From an optimization exercise on the open Yosys and OpenROAD flow, aimed at small area and a short achievable clock period; shortcuts taken in it are not production practice.
Where RTL was checked, it was by simulation tests only, not by an equivalence proof against the original.
The clock port is modelled as an ideal driver, which makes a skipped or thinned clock tree look cheaper than it is; a real chip needs a root buffer or a tree.
No activity file was given, so power comes from the tool's default toggle rates.

==> exp/juniper <==
// mac16
module mac16 (
    input             clk,
    input             rst_n,
    input      [15:0] a,
    input      [15:0] b,
    input      [31:0] acc,
    output reg [31:0] out
);
==> flow/config.mk <==
export PLATFORM = sky130hd
export DESIGN_NAME = mac16
export DESIGN_NICKNAME = mac16
export VERILOG_FILES = /design/flow/design.v
export SDC_FILE = /design/flow/constraint.sdc
export NUM_CORES = 4
export LEC_CHECK = 0
export CAP_MARGIN = 20
export CORE_MARGIN = 2
export CORE_UTILIZATION = 65
export PLACE_DENSITY = 0.8
export SLEW_MARGIN = 20
export SYNTH_HIERARCHICAL = 1
export SYNTH_MINIMUM_KEEP_SIZE = 0
==> flow/constraint.sdc <==
create_clock -name core_clock -period 15.0 [get_ports {clk}]
set_input_delay 3.0000 -clock core_clock [delete_from_list [all_inputs] [get_ports {clk}]]
set_output_delay 3.0000 -clock core_clock [all_outputs]
set_load 0.01 [all_outputs]
standard.sh (not shown) runs the stock make flow with config.mk's settings and CLKGATE_MAP_FILE= SYNTH_SCRIPT=/design/flow/synth_recipe.tcl, a recipe that flattens the netlist after the stock synthesis.
==> flow/flow/run.sh <==
#!/bin/bash
# Own layout flow: the standard ORFS flow (standard.sh, synthesis included)
# with two hooks:
#  - flow/resize_hook.tcl, before the placement resizer: port buffer cells,
#    the drive strength of the operand flip-flops, and logic cells that
#    synthesis sized up set back to their smallest drive strength;
#  - flow/cts_hook3.tcl, at the start of CTS: a balanced clock tree of
#    inverter pairs (port -> 4 x clkinv_8 -> 4 x clkinv_16 -> flip-flops)
#    instead of TritonCTS's two-level H-tree of buffers.
set -euo pipefail
here=$(pwd)
export PRE_RESIZE_TCL=$here/flow/resize_hook.tcl
export PRE_CTS_TCL=$here/flow/cts_hook3.tcl
bash standard.sh > $here/standard_flow.log 2>&1
==> flow/flow/resize_hook.tcl <==
# Port buffers: a small buffer on inputs, a faster one on outputs (out[*] drives
# the 10 fF load and sits on the output timing path).
set n_in 0
set n_out 0
foreach inst [get_cells *] {
  set name [get_property $inst name]
  set ref [get_property $inst ref_name]
  if {[regexp {^input[0-9]+$} $name] && [string match "*buf*" $ref]
      && [get_property [get_nets -of_objects [get_pins $name/A]] name] ne "rst_n"} {
    replace_cell $inst sky130_fd_sc_hd__buf_1
    incr n_in
  } elseif {[regexp {^output[0-9]+$} $name] && [string match "*buf*" $ref]} {
    replace_cell $inst sky130_fd_sc_hd__buf_2
    incr n_out
  } elseif {[regexp {^[ab]_r\[[0-9]+\]} $name] && $ref eq "sky130_fd_sc_hd__dfxtp_1"} {
    replace_cell $inst sky130_fd_sc_hd__dfxtp_4
  }
}
puts "resize_hook: $n_in input and $n_out output buffers replaced"

# Logic cells that synthesis sized up (_2, _4, ...) go back to their smallest
# drive strength: the clock period leaves every such path far from critical.
set n_down 0
foreach inst [get_cells *] {
  set ref [get_property $inst ref_name]
  if {[regexp {^(sky130_fd_sc_hd__([a-z0-9]+))_([0-9]+)$} $ref -> base func drive]
      && $drive > 1
      && ![regexp {^(df|sdf|edf|dl|buf|clk|inv|bufinv|conb|tap|fill|decap|fa|ha)} $func]} {
    foreach small {1 0} {
      set lib_cell [get_lib_cells -quiet */${base}_${small}]
      if {$lib_cell ne ""} {
        replace_cell $inst [get_property $lib_cell name]
        incr n_down
        break
      }
    }
  }
}
puts "resize_hook: $n_down logic cells set to their smallest size"
Other scripts of this flow, unchanged in this note and not shown: flow/flow/cts_hook3.tcl
==> exp/delta (differences from exp/juniper) <==
--- a/flow/flow/resize_hook.tcl
+++ b/flow/flow/resize_hook.tcl
@@ -12,3 +12,3 @@
   } elseif {[regexp {^output[0-9]+$} $name] && [string match "*buf*" $ref]} {
-    replace_cell $inst sky130_fd_sc_hd__buf_2
+    replace_cell $inst sky130_fd_sc_hd__clkbuf_2
     incr n_out
--- a/flow/config.mk
+++ b/flow/config.mk
@@ -10,3 +10,3 @@
 export CORE_UTILIZATION = 65
-export PLACE_DENSITY = 0.8
+export PLACE_DENSITY = 0.92
 export SLEW_MARGIN = 20
==> run notes <==
| quantity | exp/delta | exp/juniper |
|---|---|---|
| Outcome | no timing/DRC/antenna violations | no timing/DRC/antenna violations |
| Worst Max-Slew Pin Slew | 0.741 ns | 0.598 ns |
| Power attributed to the clock group | 167 uW | 171 uW |
| Detailed-route wire length per cell | 19.3 um | 18.8 um |
| Period utilization | 24.3% | 24.4% |
| Layout cell share with drive strength beyond 1 | 7.76% | 7.76% |
| Number of instances in the placed design | 1161 | 1162 |
| Static Leak | 5.10 nW | 5.12 nW |
| Clock period minus final worst setup slack | 3.65 ns | 3.66 ns |
| All-layer global routing usage | 27.9% | 27.5% |
| Max Clock Freq | 274 MHz | 273 MHz |
| Final hold slack | 0.366 ns | 0.360 ns |
| Min setup slack post-route | 11.35 ns | 11.34 ns |
| Crit-path max cell delay | 0.39 ns | 0.38 ns |
| Endpoint of the worst register-to-register path | x_r[19]$_DFF_P_ | x_r[16]$_DFF_P_ |
| Share of the core filled with cells in the final layout | 71.1% | 71.2% |
| Worst slew margin relative to its limit | 50.6% | 60.2% |
| Minimum setup slack among reg-to-reg paths | 11.41 ns | 11.45 ns |
| Detailed route wirelength on metal3 | 2420 um | 2590 um |
| GRT met1 Usage | 34.6% | 39.7% |
In every run of this note, the design's own scripts or RTL, not TritonCTS, make the clock network.

========
==> v1 <==
Another version of the RTL of mac16 (not shown whole).
==> flow/design.v (excerpt) <==
module mac16 (
    input             clk,
    input             rst_n,
    input      [15:0] a,
    input      [15:0] b,
    input      [31:0] acc,
    output reg [31:0] out
);
export LEC_CHECK = 0
export CAP_MARGIN = 20
export CORE_MARGIN = 2
export CORE_UTILIZATION = 40
export CTS_CLUSTER_DIAMETER = 150
export CTS_CLUSTER_SIZE = 40
export SLEW_MARGIN = 20
export SYNTH_HIERARCHICAL = 1
export SYNTH_MINIMUM_KEEP_SIZE = 0
create_clock -name core_clock -period 15.0 [get_ports {clk}]
==> flow/flow/run.sh <==
#!/bin/bash
# Own layout flow: the standard ORFS flow (standard.sh), with one hook before
# the placement resizer step (flow/resize_hook.tcl) that picks the port buffer
# cells and the drive strength of the operand flip-flops.  Everything else,
# synthesis included, is the standard flow.
set -euo pipefail
here=$(pwd)
export PRE_RESIZE_TCL=$here/flow/resize_hook.tcl
bash standard.sh > $here/standard_flow.log 2>&1
==> flow/flow/resize_hook.tcl <==
# Port buffers: a small buffer on inputs, a faster one on outputs (out[*] drives
# the 10 fF load and sits on the output timing path).
set n_in 0
set n_out 0
foreach inst [get_cells *] {
  set name [get_property $inst name]
  set ref [get_property $inst ref_name]
  if {[regexp {^input[0-9]+$} $name] && [string match "*buf*" $ref]
      && [get_property [get_nets -of_objects [get_pins $name/A]] name] ne "rst_n"} {
    replace_cell $inst sky130_fd_sc_hd__buf_1
    incr n_in
  } elseif {[regexp {^output[0-9]+$} $name] && [string match "*buf*" $ref]} {
    replace_cell $inst sky130_fd_sc_hd__buf_2
    incr n_out
  } elseif {[regexp {^[ab]_r\[[0-9]+\]} $name] && $ref eq "sky130_fd_sc_hd__dfxtp_1"} {
    replace_cell $inst sky130_fd_sc_hd__dfxtp_4
  }
}
puts "resize_hook: $n_in input and $n_out output buffers replaced"
==> v14: changes against v1 <==
--- a/flow/design.v
+++ b/flow/design.v
@@ -1023,84 +1023,126 @@
     wire s485, c486;
     mac16_fa us485 (.a(c422), .b(c484), .c(s423), .s(s485), .co(c486));
     wire s487, c488;
     mac16_fa us487 (.a(c424), .b(s425), .c(c486), .s(s487), .co(c488));
     wire s489, c490;
     mac16_fa us489 (.a(c426), .b(s427), .c(c488), .s(s489), .co(c490));
     wire s491, c492;
     mac16_fa us491 (.a(c428), .b(s429), .c(c490), .s(s491), .co(c492));
-    reg [5:0] lo_r;
-    reg [31:6] x_r;
-    reg [31:6] y_r;
-    reg z_r;
+    wire s493, c494;
+    mac16_ha us493 (.a(c430), .b(s431), .s(s493), .co(c494));
+    wire s495, c496;
+    mac16_fa us495 (.a(c432), .b(s433), .c(c494), .s(s495), .co(c496));
+    wire s497, c498;
+    mac16_fa us497 (.a(c434), .b(s435), .c(c496), .s(s497), .co(c498));
+    wire s499, c500;
+    mac16_ha us499 (.a(c436), .b(s437), .s(s499), .co(c500));
+    wire s501, c502;
+    mac16_fa us501 (.a(c438), .b(s439), .c(c500), .s(s501), .co(c502));
+    wire s503, c504;
+    mac16_ha us503 (.a(c440), .b(s441), .s(s503), .co(c504));
+    wire s505, c506;
+    mac16_ha us505 (.a(c442), .b(s443), .s(s505), .co(c506));
+    wire s507, c508;
+    mac16_ha us507 (.a(c444), .b(s445), .s(s507), .co(c508));
+    wire s509, c510;
+    mac16_ha us509 (.a(c446), .b(s447), .s(s509), .co(c510));
+    wire s511, c512;
+    mac16_ha us511 (.a(c448), .b(s449), .s(s511), .co(c512));
+    wire s513, c514;
+    mac16_ha us513 (.a(c450), .b(s451), .s(s513), .co(c514));
+    wire s515, c516;
+    mac16_ha us515 (.a(c452), .b(s453), .s(s515), .co(c516));
+    wire s517, c518;
+    mac16_ha us517 (.a(c454), .b(s455), .s(s517), .co(c518));
+    wire s519, c520;
+    mac16_ha us519 (.a(c456), .b(s457), .s(s519), .co(c520));
+    wire s521, c522;
+    mac16_ha us521 (.a(c458), .b(s459), .s(s521), .co(c522));
+    wire s523, c524;
+    mac16_ha us523 (.a(s461), .b(c460), .s(s523), .co(c524));
+    wire s525, c526;
+    mac16_ha us525 (.a(s463), .b(c462), .s(s525), .co(c526));
+    wire s527, c528;
+    mac16_ha us527 (.a(s465), .b(c464), .s(s527), .co(c528));
+    wire s529, c530;
+    mac16_ha us529 (.a(c466), .b(s467), .s(s529), .co(c530));
+    wire s531, c532;
+    mac16_ha us531 (.a(s469), .b(c468), .s(s531), .co(c532));
+    wire s533, c534;
+    mac16_ha us533 (.a(s471), .b(c470), .s(s533), .co(c534));
+    wire s535, c536;
+    mac16_ha us535 (.a(s473), .b(c472), .s(s535), .co(c536));
+    wire s537, c538;
+    mac16_ha us537 (.a(s475), .b(c474), .s(s537), .co(c538));
+    wire s539, c540;
+    mac16_fa us539 (.a(s477), .b(c476), .c(c538), .s(s539), .co(c540));
+    wire s541, c542;
+    mac16_ha us541 (.a(s479), .b(c478), .s(s541), .co(c542));
+    wire s543 = acc_r[31] ^ c480 ^ c542;
+    reg [31:0] x_r;
+    reg [31:0] y_r;
     always @(posedge clk) begin
-        lo_r[0] <= s481;
-        lo_r[1] <= s483;
-        lo_r[2] <= s485;
-        lo_r[3] <= s487;
-        lo_r[4] <= s489;
-        lo_r[5] <= s491;
-        x_r[6] <= c430;
-        x_r[7] <= s433;
-        x_r[8] <= s435;
-        x_r[9] <= s437;
-        x_r[10] <= s439;
-        x_r[11] <= s441;
-        x_r[12] <= s443;
-        x_r[13] <= s445;
-        x_r[14] <= s447;
-        x_r[15] <= s449;
-        x_r[16] <= s451;
-        x_r[17] <= s453;
-        x_r[18] <= s455;
-        x_r[19] <= s457;
-        x_r[20] <= s459;
-        x_r[21] <= s461;
-        x_r[22] <= s463;
-        x_r[23] <= s465;
-        x_r[24] <= s467;
-        x_r[25] <= s469;
-        x_r[26] <= s471;
-        x_r[27] <= s473;
-        x_r[28] <= s475;
-        x_r[29] <= s477;
-        x_r[30] <= s479;
-        x_r[31] <= acc_r[31];
-        y_r[6] <= s431;
-        y_r[7] <= c432;
-        y_r[8] <= c434;
-        y_r[9] <= c436;
-        y_r[10] <= c438;
-        y_r[11] <= c440;
-        y_r[12] <= c442;
-        y_r[13] <= c444;
-        y_r[14] <= c446;
-        y_r[15] <= c448;
-        y_r[16] <= c450;
-        y_r[17] <= c452;
-        y_r[18] <= c454;
-        y_r[19] <= c456;
-        y_r[20] <= c458;
-        y_r[21] <= c460;
-        y_r[22] <= c462;
-        y_r[23] <= c464;
-        y_r[24] <= c466;
-        y_r[25] <= c468;
-        y_r[26] <= c470;
-        y_r[27] <= c472;
-        y_r[28] <= c474;
-        y_r[29] <= c476;
-        y_r[30] <= c478;
-        y_r[31] <= c480;
-        z_r <= c492;
+        x_r[0] <= s481;
+        x_r[1] <= s483;
+        x_r[2] <= s485;
+        x_r[3] <= s487;
+        x_r[4] <= s489;
+        x_r[5] <= s491;
+        x_r[6] <= c492;
+        x_r[7] <= s495;
+        x_r[8] <= s497;
+        x_r[9] <= c498;
+        x_r[10] <= s501;
+        x_r[11] <= c502;
+        x_r[12] <= c504;
+        x_r[13] <= c506;
+        x_r[14] <= c508;
+        x_r[15] <= c510;
+        x_r[16] <= c512;
+        x_r[17] <= c514;
+        x_r[18] <= c516;
+        x_r[19] <= c518;
+        x_r[20] <= c520;
+        x_r[21] <= c522;
+        x_r[22] <= c524;
+        x_r[23] <= c526;
+        x_r[24] <= c528;
+        x_r[25] <= c530;
+        x_r[26] <= c532;
+        x_r[27] <= c534;
+        x_r[28] <= c536;
+        x_r[29] <= s539;
+        x_r[30] <= c540;
+        x_r[31] <= s543;
+        y_r[6] <= s493;
+        y_r[9] <= s499;
+        y_r[11] <= s503;
+        y_r[12] <= s505;
+        y_r[13] <= s507;
+        y_r[14] <= s509;
+        y_r[15] <= s511;
+        y_r[16] <= s513;
+        y_r[17] <= s515;
+        y_r[18] <= s517;
+        y_r[19] <= s519;
+        y_r[20] <= s521;
+        y_r[21] <= s523;
+        y_r[22] <= s525;
+        y_r[23] <= s527;
+        y_r[24] <= s529;
+        y_r[25] <= s531;
+        y_r[26] <= s533;
+        y_r[27] <= s535;
+        y_r[28] <= s537;
+        y_r[30] <= s541;
     end
-    wire [31:6] y_v = {y_r[31], y_r[30], y_r[29], y_r[28], y_r[27], y_r[26], y_r[25], y_r[24], y_r[23], y_r[22], y_r[21], y_r[20], y_r[19], y_r[18], y_r[17], y_r[16], y_r[15], y_r[14], y_r[13], y_r[12], y_r[11], y_r[10], y_r[9], y_r[8], y_r[7], y_r[6]};
-    wire [31:6] hi = x_r + y_v + z_r;
-    wire [31:0] sum = {hi, lo_r};
+    wire [31:0] y_v = {1'b0, y_r[30], 1'b0, y_r[28], y_r[27], y_r[26], y_r[25], y_r[24], y_r[23], y_r[22], y_r[21], y_r[20], y_r[19], y_r[18], y_r[17], y_r[16], y_r[15], y_r[14], y_r[13], y_r[12], y_r[11], 1'b0, y_r[9], 1'b0, 1'b0, y_r[6], 1'b0, 1'b0, 1'b0, 1'b0, 1'b0, 1'b0};
+    wire [31:0] sum = x_r + y_v;
     always @(posedge clk or negedge rst_n) begin
         if (!rst_n)
             out <= 32'd0;
         else
             out <= v2 ? sum : 32'd0;
     end
 endmodule
 module mac16_fa (input a, input b, input c, output s, output co);
- CTS_CLUSTER_DIAMETER: 150 -> default
- CTS_CLUSTER_SIZE: 40 -> default
==> v17: changes against v1 <==
- CTS_BUF_LIST: default -> sky130_fd_sc_hd__clkbuf_8
- CTS_CLUSTER_SIZE: 40 -> 30
==> results.yml <==
status:
  status: "no timing/DRC/antenna violations"
place:
  dpl_cell_area_sq_mm: 0.0118
finish:
  multiInputCombCellCount: 731
  top_regs: "acc_r x32, out x32, x_r x32"
  design.seq.count: 151
  mostFrequentLayoutCells: "279 x nor2_1, 233 x fa_1, 85 x dfxtp_1"
  nClkBuffers: 17
yosys:
  synthTopCellsByCount: "279 x nor2_1, 233 x fa_1, 117 x dfxtp_1, 60 x ha_1, 39 x inv_1"
  muxShareOfSynthArea_pct: 0.277
The numbers above come from v14.

==> results.yml <==
status:
  status: "no timing/DRC/antenna violations"
finish:
  multiInputCombCellCount: 728
  mostFrequentLayoutCells: "275 x nor2_1, 231 x fa_1, 91 x dfxtp_1"
  clkCellAreaFrac_pct: 4.71
  top_regs: "acc_r x32, out x32"
timing:
  fin_crit_sh_pct: 26.3
worst_setup_path:
  reg2reg_from: "b_r[6]"
  slowest_stage: "dfrtp_1"
  crit_start: "out[6]"
routing:
  dr.pass1.iters: 6
place:
  dp.cells: 1364
  dpl_cell_area_sq_mm: 0.0118
yosys:
  muxShareOfSynthArea_pct: 0.824
clocking:
  clk_latency_ps: 430
The numbers above come from v1.

==> results.yml <==
timing:
  fmax_mhz: 251
yosys:
  synthTopCellsByCount: "275 x nor2_1, 231 x fa_1, 123 x dfxtp_1, 41 x ha_1, 37 x inv_1"
  muxShareOfSynthArea_pct: 0.824
  synth_compound_gate_area_share_pct: 5.87
finish:
  top_regs: "acc_r x32, out x32"
  design.seq.count: 157
  syn2layout_area_growth_pct: 11.9
  mostFrequentLayoutCells: "275 x nor2_1, 231 x fa_1, 91 x dfxtp_1"
  nClkBuffers: 17
floorplanning:
  num_tap_cells: 341
clocking:
  htree_levels: 4
power:
  p_per_area_mw_per_mm2: 173
status:
  status: "no timing/DRC/antenna violations"
place:
  dpl_cell_area_sq_mm: 0.0118
worst_setup_path:
  crit_path_cell_trace: "buf_2"
routing:
  wl_met2_um: 11800
The numbers above come from v17.

No functional check of the RTL was part of v14.

## afterwards: timing with drivers on the ports
How much do the figures lean on ideal ports? The routed layouts below were timed once more, with nothing changed but the port constraints. Step 1 sets driving cells, clkbuf_16 on the clock port and buf_2 on the other inputs (assumed; they add their load-dependent delay and slew). Step 2 moves the port delays by t, midway between the first and last clock arrival at a register: inputs arrive t later, outputs are due t later. That takes back most of the time a late clock gives input paths. Slacks: ideal ports / drivers / drivers and shift; pairs: ideal ports / drivers.
| run | shift t [ns] | setup slack, ns | hold WS [ns] | worst slew at a driven data input, ns | pins driven straight from the clock port |
|---|---|---|---|---|---|
| exp/juniper | 0.297 | 11.342 / 11.184 / 11.246 | 0.360 / 0.360 / 0.360 | 0.04 | 4 |
| exp/delta | 0.286 | 11.349 / 11.198 / 11.405 | 0.366 / 0.366 / 0.366 | 0.05 | 4 |
| v1 | 0.472 | 11.061 / 11.015 / 11.368 | 0.339 / 0.339 / 0.339 | 0.04 | 1 |
| v14 | 0.474 | 11.064 / 11.017 / 11.135 | 0.354 / 0.354 / 0.354 | 0.04 | 1 |
| v17 | 0.504 | 11.012 / 10.969 / 11.367 | 0.346 / 0.346 / 0.346 | 0.04 | 1 |
After both steps setup and hold are still met in every run listed. For exp/juniper, which loses most, drivers alone change the setup slack by -0.158 ns; drivers and shift together by -0.096 ns. The worst setup slack also covers recovery checks on asynchronous resets.
